From an optimization exercise on the open Yosys and OpenROAD flow, aimed at small area, a short achievable clock period and few clock cycles per item; shortcuts taken in it are not production practice.
Only simulation tests tie the RTL to the original design; equivalence was not proved.
Power figures rest on the tool's default switching activity, not on a simulated workload.

==> config.mk <==
export PLATFORM = sky130hd
export DESIGN_NAME = execute_divide
export DESIGN_NICKNAME = execute_divide
export VERILOG_FILES = /design/flow/design.v
export SDC_FILE = /design/flow/constraint.sdc
export NUM_CORES = 4
export LEC_CHECK = 0
export CAP_MARGIN = 20
export CORE_MARGIN = 2
export CORE_UTILIZATION = 40
export SLEW_MARGIN = 20
==> constraint.sdc <==
create_clock -name core_clock -period 6.0 [get_ports {clk}]
set_input_delay 1.2000 -clock core_clock [delete_from_list [all_inputs] [get_ports {clk}]]
set_output_delay 1.2000 -clock core_clock [all_outputs]
set_load 0.01 [all_outputs]
==> design.v <==
module execute_divide(
    input               clk,
    input               rst_n,
    input               exe_reset,
    input               exe_ready,
    input               exe_is_8bit,
    input               exe_operand_16bit,
    input               exe_operand_32bit,
    input       [6:0]   exe_cmd,
    input       [31:0]  eax,
    input       [31:0]  edx,
    input       [31:0]  src,
    output              div_busy,
    output              exe_div_exception,
    output      [31:0]  div_result_quotient,
    output      [31:0]  div_result_remainder
);
wire div_start;
wire div_working;
wire div_exception_min_int;
wire div_exception_zero;
reg div_overflow_waiting;
reg [5:0] div_counter;
reg       div_one_time;
wire [64:0] div_numer;
wire [32:0] div_denom;
wire [32:0] div_denom_neg;
wire [64:0] div_diff;
reg [63:0] div_dividend;
reg [63:0] div_divisor;
reg [32:0] div_quotient;
wire div_quotient_neg;
wire div_remainder_neg;
wire div_overflow_8bit;
wire div_overflow_16bit;
wire div_overflow_32bit;
wire div_overflow;
assign exe_div_exception = div_exception_zero || div_exception_min_int || div_overflow_waiting;
assign div_start  = ~(exe_div_exception) && ~(div_one_time) && div_counter == 6'd0 && (exe_cmd == 7'd43 || exe_cmd == 7'd42 || exe_cmd == 7'd32);
assign div_working= div_counter > 6'd1;
assign div_busy   = div_counter != 6'd0 || ~(div_one_time);
always @(posedge clk) begin
    if(rst_n == 1'b0)            div_one_time <= 1'b0;
    else if(exe_reset)           div_one_time <= 1'b0;
    else if(exe_ready)           div_one_time <= 1'b0;
    else if(div_counter > 6'd1)  div_one_time <= 1'b1;
end
assign div_exception_min_int = div_counter == 6'd0 && exe_cmd == 7'd43 && (
    (  exe_is_8bit  &&                                                   eax[15:0] == 16'h8000) ||
    ((~exe_is_8bit) && exe_operand_16bit && edx[15:0] == 16'h8000     && eax[15:0] == 16'h0000) ||
    ((~exe_is_8bit) && exe_operand_32bit && edx       == 32'h80000000 && eax       == 32'h00000000));
assign div_exception_zero = div_counter == 6'd0 && (exe_cmd == 7'd43 || exe_cmd == 7'd42 || exe_cmd == 7'd32) && (
    (exe_is_8bit        && src[7:0]  == 8'd0) ||
    (exe_operand_16bit  && src[15:0] == 16'd0) ||
    (exe_operand_32bit  && src       == 32'd0) );
always @(posedge clk) begin
    if(rst_n == 1'b0)                               div_overflow_waiting <= 1'b0;
    else if(exe_reset)                              div_overflow_waiting <= 1'b0;
    else if(div_counter == 6'd1 && div_overflow)    div_overflow_waiting <= 1'b1;
end
always @(posedge clk) begin
    if(rst_n == 1'b0)                       div_counter <= 6'd0;
    else if(exe_reset)                      div_counter <= 6'd0;
    else if(div_start && exe_is_8bit)       div_counter <= 6'd10;
    else if(div_start && exe_operand_16bit) div_counter <= 6'd18;
    else if(div_start && exe_operand_32bit) div_counter <= 6'd34;
    else if(div_counter != 6'd0)            div_counter <= div_counter - 6'd1;
end
assign div_numer =
    (exe_cmd == 7'd32)?  { 57'd0, eax[7:0] } :
    (exe_is_8bit)?          { {49{(exe_cmd == 7'd43) & eax[15]}}, eax[15:0] } :
    (exe_operand_16bit)?    { {33{(exe_cmd == 7'd43) & edx[15]}}, edx[15:0], eax[15:0] } :
                            {    ((exe_cmd == 7'd43) & edx[31]),  edx, eax };
assign div_denom =
    (exe_is_8bit)?          { {25{(exe_cmd == 7'd43) & src[7]}},  src[7:0] } :
    (exe_operand_16bit)?    { {17{(exe_cmd == 7'd43) & src[15]}}, src[15:0] } :
                            {    ((exe_cmd == 7'd43) & src[31]),  src };
assign div_denom_neg = -div_denom;
assign div_diff = div_dividend - div_divisor;
always @(posedge clk) begin
    if(rst_n == 1'b0)                               div_dividend <= 64'd0;
    else if(div_start && div_numer[64] == 1'b0)     div_dividend <=  div_numer[63:0];
    else if(div_start && div_numer[64] == 1'b1)     div_dividend <= -div_numer[63:0];
    else if(div_working && div_diff[64] == 1'b0)    div_dividend <= div_diff[63:0];
end
always @(posedge clk) begin
    if(rst_n == 1'b0)                                                   div_divisor <= 64'd0;
    else if(div_start && div_denom[32] == 1'b0 && exe_is_8bit)          div_divisor <= { 48'd0, div_denom    [7:0], 8'd0 };
    else if(div_start && div_denom[32] == 1'b1 && exe_is_8bit)          div_divisor <= { 48'd0, div_denom_neg[7:0], 8'd0 };
    else if(div_start && div_denom[32] == 1'b0 && exe_operand_16bit)    div_divisor <= { 32'd0, div_denom    [15:0],16'd0 };
    else if(div_start && div_denom[32] == 1'b1 && exe_operand_16bit)    div_divisor <= { 32'd0, div_denom_neg[15:0],16'd0 };
    else if(div_start && div_denom[32] == 1'b0 && exe_operand_32bit)    div_divisor <= {        div_denom    [31:0],32'd0 };
    else if(div_start && div_denom[32] == 1'b1 && exe_operand_32bit)    div_divisor <= {        div_denom_neg[31:0],32'd0 };
    else if(div_working)                                                div_divisor <= { 1'b0, div_divisor[63:1] };
end
always @(posedge clk) begin
    if(rst_n == 1'b0)                               div_quotient <= 33'd0;
    else if(div_start)                              div_quotient <= 33'd0;
    else if(div_working && div_diff[64] == 1'b0)    div_quotient <= { div_quotient[31:0], 1'b1 };
    else if(div_working && div_diff[64] == 1'b1)    div_quotient <= { div_quotient[31:0], 1'b0 };
end
assign div_quotient_neg   = div_numer[64] ^ div_denom[32];
assign div_remainder_neg  = div_numer[64];
assign div_overflow_8bit =
    (exe_cmd == 7'd43 && ( (~(div_quotient_neg) && div_quotient[8:7] != 2'b00) || (div_quotient_neg && div_quotient[8:0] > 9'h80) )) ||
    (exe_cmd != 7'd43 && div_quotient[8]);
assign div_overflow_16bit =
    (exe_cmd == 7'd43 && ( (~(div_quotient_neg) && div_quotient[16:15] != 2'b00) || (div_quotient_neg && div_quotient[16:0] > 17'h8000) )) ||
    (exe_cmd != 7'd43 && div_quotient[16]);
assign div_overflow_32bit =
    (exe_cmd == 7'd43 && ( (~(div_quotient_neg) && div_quotient[32:31] != 2'b00) || (div_quotient_neg && div_quotient[32:0] > 33'h80000000) )) ||
    (exe_cmd != 7'd43 && div_quotient[32]);
assign div_overflow = (exe_cmd == 7'd43 || exe_cmd == 7'd42) && (
    (exe_is_8bit       && div_overflow_8bit)  ||
    (exe_operand_16bit && div_overflow_16bit) ||
    (exe_operand_32bit && div_overflow_32bit));
assign div_result_quotient     = (div_quotient_neg)?   -div_quotient[31:0] : div_quotient[31:0];
assign div_result_remainder    = (div_remainder_neg)?  -div_dividend[31:0] : div_dividend[31:0];
wire _unused_ok = &{ 1'b0, div_denom_neg[32], 1'b0 };
endmodule
==> run.sh <==
#!/bin/bash
# synth_recipe.tcl (not shown) runs the flow's synth.tcl, then flattens the netlist and writes it again
# the make line also repeats each setting of config.mk as NAME=value (left out here)
make -C /OpenROAD-flow-scripts/flow DESIGN_CONFIG=/design/flow/config.mk WORK_HOME=/design/flow/orfs CLKGATE_MAP_FILE= SYNTH_SCRIPT=/design/flow/synth_recipe.tcl finish
==> run summary <==
pins over their slew limit=0; vias in the first global route=about 17000; dpl ws=174 ps; crit path launch=exe_cmd[6]; crit end category=output pin; Max Cap Viol=0; Seq. cell area=around 0.0034 mm²; die area=around 0.042 mm²; Worst slew margin=0.349; Hold Path Class=register to register; CP delay by family, top=buffers and inverters; status=finished clean; drt via density=approximately 6; clock latency (worst-skew pair)=460 ps; fmax=181 MHz; Final Cell Area=roughly 0.019 mm²; DP HPWL=51600 µm; Post-CTS Hold Buffers=0; Filler Cell Count=between 4000 and 5000; GR Util All Layers=0.315; endpoints failing hold=0; critical path arrival=4320 ps; crit-path most repeated cell=clkdlybuf4s50_1; area leader, netlist=dfxtp_1; drt total wl=approximately 67000 µm; global-route wire length before repair=just over 100000 µm; ranking of synthesized cells by area=dfxtp_1 21%, a21oi_1 8.2%, nand2_1 7.2%; Max H-tree Level=4; Setup CP Type=input port to output pin; starting density of the core=0.407; Die Height=between 200 and 250 µm; core area=0.0399 mm²; synthesized area=0.0163 mm²; antenna-violating nets left=0; type of origin of the critical path=input port; Sink Count=between 150 and 200; Nets=between 2000 and 3000; I/O pin count=approximately 180; Worst R2R Path Depth=13; Layout area overhead=17.5%; RSZ-0062 raised after global routing=no; largest net degree at the start of global routing=86; dpl cells=between 3000 and 4000; Clock Skews=about 12 ps; PortBufs=between 150 and 200; Synth top area share=0.208; worst hold start=div_divisor[0]; root buffer cell=clkbuf_16; Post-synth EDFFs=0; drt wl/cell=approximately 22 µm; clock-pin slew on the worst setup and hold paths=approximately 70 ps; LEAKAGE=between 0.007 and 0.008 µW; Buf/Inv on CP=2; Final period util=0.921; share of layout cells above drive strength 1=0.0471; 1st-iter DRT viols=~1900; Crit path depth=9; cell with the most instances after synthesis=nand2_1; Max VDD drop=about 0.5 mV; dpl cell area=~0.018 mm²; CP Data Required Time=4800 ps; Finished Layout Cells=slightly above 3000; initial antenna violation count=4; Multi-input gate area=between 0.01 and 0.015 mm²; sequential area share after synthesis=0.208; worst setup margin=~480 ps; RR Startpoint=div_dividend[0]; CP max-delay cell=clkdlybuf4s50_1; PwrDens=between 400 and 500 mW/mm²; clock buffer depth=2; DRC violations left=0; CTS Buf Count=17; Synth Register Bits=approximately 170; utilization after layout=0.478; FFs w/ async S/R, synth=0; top_reg_cell synth=dfxtp_1; crit-path cells=clkdlybuf4s50_1 -> nor4b_2 -> nand3_1 -> a2bb2oi_1 -> nand2b_2 -> xnor2_4 -> o21ai_0 -> xnor2_1 -> clkdlybuf4s50_1; slowest stage delay, CP=around 570 ps; Via Count=approximately 19000; num rows=between 70 and 80; Synth Instances=2401; Syn. warnings=1; top cells by count, synth=311 x nand2_1, 266 x a21oi_1, 256 x nor2_1, 196 x o21ai_0, 169 x dfxtp_1; router iterations before antenna repair=7; fin crit period=roughly 5500 ps; crit path max fanout=27; hold depth=2; global route total overflow=0; Die W=between 200 and 250 µm; Synth Area per Inst=just under 7 µm²; CTS tree=done; final setup violation count=0; setup TNS=0 ps; Placer Congestion=about 0.98; Synth cell types=80; worst slew pin tran=975 ps; syn nets=roughly 2600
[power by group]
part | internal (µW) | switching (µW)
clock network | 625 | 520
logic | 2090 | 3600
registers | 1260 | 121
[worst min-delay path, cell delays in order (launching register included)]
cell and delay (ps):
dfxtp_1 320, nand2_1 50, a21oi_1 50
[metrics by stage]
step                      power, µW  hold WS [ps]
after CTS                      8130           469
after global placement         6920           436
after floorplan                5360           429
after global routing           8790           497
final                          8210           469
after detailed placement       6950           461
[repair_timing]
action | in CTS | in global routing
endpoints found under the setup margin | 0 | 10
resized for setup | 0 | 1
buffers inserted | 0 | 0
[worst paths after layout]
path                             endpoint  slack [ps]
hold / removal             div_divisor[0]         470
hold reg to reg            div_divisor[0]         470
setup / recovery  div_result_quotient[28]         480
setup reg to reg         div_dividend[38]        1370
[placed cells by master (no fill, tap or decap), drive strengths merged, types with 36 or more instances in the layout]
cell	n
a211oi	79
a21o	44
a21oi	268
buf	50
clkdlybuf4s50	174
dfxtp	169
ha	71
inv	100
nand2	311
nand3	41
nor2	256
nor3	86
o21ai	201
o31ai	36
xnor2	107
xor2	63
[state kept, by name (all words and copies together) (netlist names)]
| signal | flops |
|---|---|
| div_overflow_waiting | 1 |
| div_counter | 6 |
| div_divisor | 64 |
| div_one_time | 1 |
| div_quotient | 33 |
| div_dividend | 64 |
[logic make-up (layout without fill, tap and decap cells)]
logic type                 after synthesis  in the layout  share of synthesized area
and+or+nand+nor                        888            888                      0.249
AOI/OAI and AO/OA                      815            815                      0.310
buffers and inverters                  246            352                     0.0594
xor gates and xnor gates               170            170                     0.0916
DFF                                    169            169                      0.208
adders and majority gates               72             72                     0.0559
muxes                                   41             41                     0.0258
other                                    0              2                          0
[cell type report]
cell class / instances / area share
sequential: 169 / 0.177
clock buffer: 18 / 0.0230
clock inverter: 12 / 0.00734
antenna: 2 / 0.000262
inverter: 98 / 0.0193
tap: 525 / 0.0344
timing repair buffer: 224 / 0.111
multi-input combinational: 1986 / 0.627
[metal layers]
metal	vias up	GRT usage	part of all wire
met5	-	0	0.00040
met4	4	0.0822	0.024
met3	103	0.0597	0.098
met2	1023	0.473	0.43
met1	8747	0.456	0.45
li1	8807	-	-
Testbench counts, summed over its fixed seeds: cycles 603,728, divisions 24,000.

port drivers added, routing unchanged:
The flow's constraints put no driver on any port. The routed layout listed below was extracted and timed again, unchanged, in two steps. Step 1 assumes that a clkbuf_16 drives the clock port and a buf_2 every other input. Step 2 adds t to the input delays and takes it off the output delays; t is the mean of the earliest and latest rising clock arrival at the registers after step 1. Input paths then give back, and output paths get back, about the clock's delay inside the block. Three values: no drivers, after step 1, after step 2; two values: the first two.
t (ns): 0.515
setup WS [ns]: 0.475 / 0.453 / 0.453
worst setup path after step 2: input to output
slew at the worst register clock pin (ns): 0.08 / 0.08
cell pins on the clock port's net: 1
After both steps setup and hold are still met in this run. For this run, drivers alone change the setup slack by -0.022 ns; drivers and shift together by -0.022 ns.
